From an optimization exercise on the open Yosys and OpenROAD flow, aimed at small area; shortcuts taken in it are not production practice. The RTL was checked by simulation tests, not by an equivalence proof against the original design. Power is estimated from default activity; no workload was simulated.

==> inputs of 05-02 <==
==> flow/design.v <==
`timescale 1ns / 1ps
module rf_aoi222 (
    input  a0, b0, a1, b1, a2, b2,
    output y
);
    assign y = ~((a0 & b0) | (a1 & b1) | (a2 & b2));
endmodule
module rf_read_bit (
    input  [30:0] sel,
    input  [30:0] data,
    output        y
);
    wire [10:0] g;
    genvar k;
    generate
        for (k = 0; k < 10; k = k + 1) begin : grp
            rf_aoi222 u_aoi (
                .a0(sel[3*k]),   .b0(data[3*k]),
                .a1(sel[3*k+1]), .b1(data[3*k+1]),
                .a2(sel[3*k+2]), .b2(data[3*k+2]),
                .y (g[k])
            );
        end
    endgenerate
    assign g[10] = ~(sel[30] & data[30]);
    assign y = ~&g;
endmodule
`timescale 1ns / 1ps
module pipeline_datapath_core #(
    parameter DATA_WIDTH              = 64,
    parameter INSTR_WIDTH             = 32,
    parameter IMEM_ADDR_WIDTH         = 9,
    parameter DMEM_ADDR_WIDTH         = 8,
    parameter REGFILE_ADDRESS_WIDTH   = 5
)(
    input  wire                         clk,
    input  wire                         reset,
    input  wire                         enable,
    output reg  [IMEM_ADDR_WIDTH-1:0]    imem_addr,
    input  wire [INSTR_WIDTH-1:0]        imem_dout,
    output wire                         dmem_wea,
    output wire [DMEM_ADDR_WIDTH-1:0]   dmem_addra,
    output wire [DMEM_ADDR_WIDTH-1:0]   dmem_addrb,
    output wire [DATA_WIDTH-1:0]        dmem_dina,
    input  wire [DATA_WIDTH-1:0]        dmem_doutb
);
    reg                               pc_started;
    reg                               if_id_wmem_en;
    reg                               if_id_wreg_en;
    reg [4:0]                         if_id_rs1;
    reg [4:0]                         if_id_rs2;
    reg [4:0]                         if_id_rd;
    reg                               id_ex_wmem_en;
    reg                               id_ex_wreg_en;
    reg [DMEM_ADDR_WIDTH-1:0]         id_ex_r1out;
    reg [DATA_WIDTH-1:0]              id_ex_r2out;
    reg [4:0]                         id_ex_wreg;
    reg                               ex_mem_wmem_en;
    reg                               ex_mem_wreg_en;
    reg [DMEM_ADDR_WIDTH-1:0]         ex_mem_r1out;
    reg [DATA_WIDTH-1:0]              ex_mem_r2out;
    reg [4:0]                         ex_mem_wreg;
    reg [DATA_WIDTH-1:0] register [1:31];
    reg [31:1]           valid;
    wire rf_we = enable && !reset && ex_mem_wreg_en;
    integer i;
    always @(posedge clk) begin
        for (i = 1; i < 32; i = i + 1)
            if (rf_we && ex_mem_wreg == i)
                register[i] <= dmem_doutb;
    end
    always @(posedge clk) begin
        if (reset)
            valid <= 31'd0;
        else
            for (i = 1; i < 32; i = i + 1)
                if (rf_we && ex_mem_wreg == i)
                    valid[i] <= 1'b1;
    end
    reg [30:0] sel1, sel2;
    always @(*) begin
        for (i = 1; i < 32; i = i + 1) begin
            sel1[i-1] = !reset && valid[i] && if_id_rs1 == i;
            sel2[i-1] = !reset && valid[i] && if_id_rs2 == i;
        end
    end
    wire [DMEM_ADDR_WIDTH-1:0] r0data;
    wire [DATA_WIDTH-1:0]      r1data;
    genvar b;
    generate
        for (b = 0; b < DATA_WIDTH; b = b + 1) begin : rd2
            wire [30:0] col;
            genvar r;
            for (r = 1; r < 32; r = r + 1) begin : c
                assign col[r-1] = register[r][b];
            end
            rf_read_bit u_rd (.sel(sel2), .data(col), .y(r1data[b]));
        end
        for (b = 0; b < DMEM_ADDR_WIDTH; b = b + 1) begin : rd1
            wire [30:0] col;
            genvar r;
            for (r = 1; r < 32; r = r + 1) begin : c
                assign col[r-1] = register[r][b];
            end
            rf_read_bit u_rd (.sel(sel1), .data(col), .y(r0data[b]));
        end
    endgenerate
    assign dmem_wea   = ex_mem_wmem_en;
    assign dmem_addra = ex_mem_r1out;
    assign dmem_addrb = ex_mem_r1out;
    assign dmem_dina  = ex_mem_r2out;
    always @(posedge clk) begin
        if (reset) begin
            imem_addr      <= {IMEM_ADDR_WIDTH{1'b0}};
            pc_started     <= 1'b0;
            if_id_wmem_en  <= 1'b0;
            if_id_wreg_en  <= 1'b0;
            id_ex_wmem_en  <= 1'b0;
            id_ex_wreg_en  <= 1'b0;
            ex_mem_wmem_en <= 1'b0;
            ex_mem_wreg_en <= 1'b0;
            ex_mem_r1out   <= {DMEM_ADDR_WIDTH{1'b0}};
            ex_mem_r2out   <= {DATA_WIDTH{1'b0}};
        end else if (enable) begin
            imem_addr      <= imem_addr + pc_started;
            pc_started     <= 1'b1;
            if_id_wmem_en  <= imem_dout[31];
            if_id_wreg_en  <= imem_dout[30];
            id_ex_wmem_en  <= if_id_wmem_en;
            id_ex_wreg_en  <= if_id_wreg_en;
            ex_mem_wmem_en <= id_ex_wmem_en;
            ex_mem_wreg_en <= id_ex_wreg_en;
            ex_mem_r1out   <= id_ex_r1out;
            ex_mem_r2out   <= id_ex_r2out;
        end
    end
    always @(posedge clk) begin
        if (reset || enable) begin
            id_ex_r1out <= r0data;
            id_ex_r2out <= r1data;
        end
    end
    always @(posedge clk) begin
        if (enable) begin
            if_id_rs1   <= imem_dout[29:25];
            if_id_rs2   <= imem_dout[24:20];
            if_id_rd    <= imem_dout[19:15];
            id_ex_wreg  <= if_id_rd;
            ex_mem_wreg <= id_ex_wreg;
        end
    end
endmodule
==> flow/flow/run.sh <==
#!/bin/bash
# The standard layout with two changes:
#  - port buffers are the smallest buffer cell (buf_1) instead of buffer_ports' default;
#  - clock tree: clkbuf_8 only, sink clusters of at most 16 flip-flops, and no dummy loads.
set -euo pipefail
export BUFFER_PORTS_ARGS="-buffer_cell sky130_fd_sc_hd__buf_1"
export CTS_ARGS="-sink_clustering_enable -repair_clock_nets -dont_use_dummy_load -buf_list sky130_fd_sc_hd__clkbuf_8 -sink_clustering_size 16 -sink_clustering_max_diameter 60"
bash standard.sh > flow_make.log 2>&1
==> flow/standard.sh <==
#!/bin/bash
# synth_recipe.tcl (not shown) runs the flow's synth.tcl, then flattens the netlist and writes it again
# the make line also repeats each setting of config.mk as NAME=value (left out here)
make -C /OpenROAD-flow-scripts/flow DESIGN_CONFIG=/design/flow/config.mk WORK_HOME=/design/flow/orfs CLKGATE_MAP_FILE= SYNTH_SCRIPT=/design/flow/synth_recipe.tcl "${@:-finish}"
==> flow/config.mk <==
export PLATFORM = sky130hd
export DESIGN_NAME = pipeline_datapath_core
export DESIGN_NICKNAME = pipeline_datapath_core
export VERILOG_FILES = /design/flow/design.v
export SDC_FILE = /design/flow/constraint.sdc
export NUM_CORES = 4
export LEC_CHECK = 0
export CAP_MARGIN = 20
export CORE_MARGIN = 2
export CORE_UTILIZATION = 70
export SLEW_MARGIN = 20
export SYNTH_HIERARCHICAL = 1
==> flow/constraint.sdc <==
create_clock -name core_clock -period 8.0 [get_ports {clk}]
set_input_delay 1.6000 -clock core_clock [delete_from_list [all_inputs] [get_ports {clk}]]
set_output_delay 1.6000 -clock core_clock [all_outputs]
set_load 0.01 [all_outputs]
==> 11-09 (differences from 05-02) <==
==> flow/flow/run.sh (replaced) <==
#!/bin/bash
# The standard layout with two changes:
#  - port buffers are the smallest buffer cell (buf_1) instead of buffer_ports' default;
#  - clock tree: clkbuf_8 only, larger sink clusters, and no dummy loads.
set -euo pipefail
export BUFFER_PORTS_ARGS="-buffer_cell sky130_fd_sc_hd__buf_1"
export CTS_ARGS="-sink_clustering_enable -repair_clock_nets -dont_use_dummy_load -buf_list sky130_fd_sc_hd__clkbuf_8 -sink_clustering_size 15 -sink_clustering_max_diameter 50"
bash standard.sh > flow_make.log 2>&1
CORE_UTILIZATION = 60   (was 70)
==> 03-16 (differences from 05-02) <==
==> flow/design.v, changed modules only <==
module rf_next (
    input  ld, d, hold, q,
    output y
);
    assign y = (ld & d) | (hold & q);
endmodule
module rf_next_w #(
    parameter W = 1
) (
    input          ld,
    input  [W-1:0] d,
    input          hold,
    input  [W-1:0] q,
    output [W-1:0] y
);
    genvar k;
    generate
        for (k = 0; k < W; k = k + 1) begin : b
            rf_next u_n (.ld(ld), .d(d[k]), .hold(hold), .q(q[k]), .y(y[k]));
        end
    endgenerate
endmodule
module pipeline_datapath_core #(
    parameter DATA_WIDTH              = 64,
    parameter INSTR_WIDTH             = 32,
    parameter IMEM_ADDR_WIDTH         = 9,
    parameter DMEM_ADDR_WIDTH         = 8,
    parameter REGFILE_ADDRESS_WIDTH   = 5
)(
    input  wire                         clk,
    input  wire                         reset,
    input  wire                         enable,
    output reg  [IMEM_ADDR_WIDTH-1:0]    imem_addr,
    input  wire [INSTR_WIDTH-1:0]        imem_dout,
    output wire                         dmem_wea,
    output wire [DMEM_ADDR_WIDTH-1:0]   dmem_addra,
    output wire [DMEM_ADDR_WIDTH-1:0]   dmem_addrb,
    output wire [DATA_WIDTH-1:0]        dmem_dina,
    input  wire [DATA_WIDTH-1:0]        dmem_doutb
);
    reg                               pc_started;
    reg                               if_id_wmem_en;
    reg                               if_id_wreg_en;
    reg [4:0]                         if_id_rs1;
    reg [4:0]                         if_id_rs2;
    reg [4:0]                         if_id_rd;
    reg                               id_ex_wmem_en;
    reg                               id_ex_wreg_en;
    reg [DMEM_ADDR_WIDTH-1:0]         id_ex_r1out;
    reg [DATA_WIDTH-1:0]              id_ex_r2out;
    reg [4:0]                         id_ex_wreg;
    reg                               ex_mem_wmem_en;
    reg                               ex_mem_wreg_en;
    reg [DMEM_ADDR_WIDTH-1:0]         ex_mem_r1out;
    reg [DATA_WIDTH-1:0]              ex_mem_r2out;
    reg [4:0]                         ex_mem_wreg;
    reg [DATA_WIDTH-1:0] register [1:31];
    reg [31:1]           valid;
    wire rf_we = enable && !reset && ex_mem_wreg_en;
    reg [31:1] row_we;
    integer i;
    always @(*)
        for (i = 1; i < 32; i = i + 1)
            row_we[i] = rf_we && ex_mem_wreg == i;
    wire [31:1] row_hold = ~row_we;
    genvar b, r;
    generate
        for (r = 1; r < 32; r = r + 1) begin : row
            wire [DATA_WIDTH-1:0] next;
            rf_next_w #(.W(DATA_WIDTH)) u_next (
                .ld(row_we[r]), .d(dmem_doutb),
                .hold(row_hold[r]), .q(register[r]), .y(next));
            always @(posedge clk)
                register[r] <= next;
        end
    endgenerate
    always @(posedge clk) begin
        if (reset)
            valid <= 31'd0;
        else
            valid <= valid | row_we;
    end
    reg [30:0] sel1, sel2;
    always @(*) begin
        for (i = 1; i < 32; i = i + 1) begin
            sel1[i-1] = !reset && valid[i] && if_id_rs1 == i;
            sel2[i-1] = !reset && valid[i] && if_id_rs2 == i;
        end
    end
    wire [DMEM_ADDR_WIDTH-1:0] r0data;
    wire [DATA_WIDTH-1:0]      r1data;
    generate
        for (b = 0; b < DATA_WIDTH; b = b + 1) begin : rd2
            wire [30:0] col;
            for (r = 1; r < 32; r = r + 1) begin : c
                assign col[r-1] = register[r][b];
            end
            rf_read_bit u_rd (.sel(sel2), .data(col), .y(r1data[b]));
        end
        for (b = 0; b < DMEM_ADDR_WIDTH; b = b + 1) begin : rd1
            wire [30:0] col;
            for (r = 1; r < 32; r = r + 1) begin : c
                assign col[r-1] = register[r][b];
            end
            rf_read_bit u_rd (.sel(sel1), .data(col), .y(r0data[b]));
        end
    endgenerate
    assign dmem_wea   = ex_mem_wmem_en;
    assign dmem_addra = ex_mem_r1out;
    assign dmem_addrb = ex_mem_r1out;
    assign dmem_dina  = ex_mem_r2out;
    always @(posedge clk) begin
        if (reset) begin
            imem_addr      <= {IMEM_ADDR_WIDTH{1'b0}};
            pc_started     <= 1'b0;
            if_id_wmem_en  <= 1'b0;
            if_id_wreg_en  <= 1'b0;
            id_ex_wmem_en  <= 1'b0;
            id_ex_wreg_en  <= 1'b0;
            ex_mem_wmem_en <= 1'b0;
            ex_mem_wreg_en <= 1'b0;
        end else if (enable) begin
            imem_addr      <= imem_addr + pc_started;
            pc_started     <= 1'b1;
            if_id_wmem_en  <= imem_dout[31];
            if_id_wreg_en  <= imem_dout[30];
            id_ex_wmem_en  <= if_id_wmem_en;
            id_ex_wreg_en  <= if_id_wreg_en;
            ex_mem_wmem_en <= id_ex_wmem_en;
            ex_mem_wreg_en <= id_ex_wreg_en;
        end
    end
    wire exm_ld   = enable && !reset;
    wire exm_hold = !enable && !reset;
    wire [DMEM_ADDR_WIDTH-1:0] ex_mem_r1_next;
    wire [DATA_WIDTH-1:0]      ex_mem_r2_next;
    rf_next_w #(.W(DMEM_ADDR_WIDTH)) u_exm1 (
        .ld(exm_ld), .d(id_ex_r1out), .hold(exm_hold), .q(ex_mem_r1out), .y(ex_mem_r1_next));
    rf_next_w #(.W(DATA_WIDTH)) u_exm2 (
        .ld(exm_ld), .d(id_ex_r2out), .hold(exm_hold), .q(ex_mem_r2out), .y(ex_mem_r2_next));
    always @(posedge clk) begin
        ex_mem_r1out <= ex_mem_r1_next;
        ex_mem_r2out <= ex_mem_r2_next;
    end
    wire idx_ld   = reset || enable;
    wire idx_hold = !idx_ld;
    wire [DMEM_ADDR_WIDTH-1:0] id_ex_r1_next;
    wire [DATA_WIDTH-1:0]      id_ex_r2_next;
    rf_next_w #(.W(DMEM_ADDR_WIDTH)) u_idx1 (
        .ld(idx_ld), .d(r0data), .hold(idx_hold), .q(id_ex_r1out), .y(id_ex_r1_next));
    rf_next_w #(.W(DATA_WIDTH)) u_idx2 (
        .ld(idx_ld), .d(r1data), .hold(idx_hold), .q(id_ex_r2out), .y(id_ex_r2_next));
    always @(posedge clk) begin
        id_ex_r1out <= id_ex_r1_next;
        id_ex_r2out <= id_ex_r2_next;
    end
    wire [24:0] regnum_q = {if_id_rs1, if_id_rs2, if_id_rd, id_ex_wreg, ex_mem_wreg};
    wire [24:0] regnum_next;
    rf_next_w #(.W(25)) u_regnum (
        .ld(enable), .d({imem_dout[29:15], if_id_rd, id_ex_wreg}),
        .hold(!enable), .q(regnum_q), .y(regnum_next));
    always @(posedge clk)
        {if_id_rs1, if_id_rs2, if_id_rd, id_ex_wreg, ex_mem_wreg} <= regnum_next;
endmodule
CORE_UTILIZATION = 60   (was 70)
==> comparison table <==
| item | 05-02 | 11-09 | 03-16 |
|---|---|---|---|
| Largest net degree at the start of global routing | 66 | 76 | 93 |
| Number of diodes added for antenna fixing | 6 | 5 | 7 |
| Result of the run | timing/DRC/antenna clean | timing/DRC/antenna clean | timing/DRC/antenna clean |
| Multiplexer share of the synthesized area | 1.04% | 1.04% | 0.108% |
| Clock transition time at the flip-flop clock pins of the worst setup and hold paths | 0.09 ns | 0.07 ns | 0.10 ns |
| Power dissipated by switching net loads | 0.00348 W | 0.00360 W | 0.00384 W |
| Data arrival, critical path | 4.95 ns | 4.84 ns | 6.25 ns |
| Clock tree buffer count of the final layout | 160 | 181 | 160 |
| Non-clock inverter count in the final layout | 1 | 1 | 34 |
| Cell depth of the worst flop-to-flop path | 6 | 7 | 6 |
| Routed metal-1 wire length | 72.4 mm | 82.5 mm | 110 mm |
| Die W | 335 um | 362 um | 355 um |
| Signal buf overhead | 2.21% | 2.44% | 2.83% |
| Final critical-path required period | 4.31 ns | 4.35 ns | 5.37 ns |
| Crit path required time | 8.64 ns | 8.49 ns | 8.88 ns |
| Syn. warnings | 8 | 8 | 9 |
| Total clock network power | 0.00501 W | 0.00535 W | 0.00527 W |
| Overall track demand over capacity in global routing | 38.1% | 35.0% | 43.8% |
| Post-synthesis xor/xnor area fraction | 0.0342% | 0.0342% | 0.0356% |
| Library cell with the largest summed area after synthesis | sky130_fd_sc_hd__edfxtp_1 | sky130_fd_sc_hd__edfxtp_1 | sky130_fd_sc_hd__dfxtp_1 |
| Multi-input gate area in the final layout | 12100 um^2 | 12100 um^2 | 30100 um^2 |

[what the ideal ports hide]
How much do the figures lean on ideal ports? The routed layouts below were timed once more, with nothing changed but the port constraints.
Step 1, drivers: a clkbuf_16 drives clk and a buf_2 each remaining input, both assumed.
Step 2 moves the port delays by t, midway between the first and last clock arrival at a register: inputs arrive t later, outputs are due t later. That takes back most of the time a late clock gives input paths.
Slacks: no drivers / after step 1 / after step 2; pairs: no drivers / after step 1.
run | shift t [ns] | setup WS [ns] | worst hold slack (ns) | clock arrival spread, ns
05-02 | 0.941 | 3.689 / 3.721 / 2.780 | 0.429 / 0.429 / 0.429 | 0.084 / 0.085
11-09 | 0.972 | 3.650 / 3.698 / 2.726 | 0.396 / 0.396 / 0.396 | 0.076 / 0.076
03-16 | 1.004 | 2.625 / 2.678 / 1.674 | 0.466 / 0.466 / 0.466 | 0.066 / 0.065
After both steps setup and hold are still met in every run listed. For 03-16, which loses most, drivers alone change the setup slack by +0.053 ns; drivers and shift together by -0.951 ns.
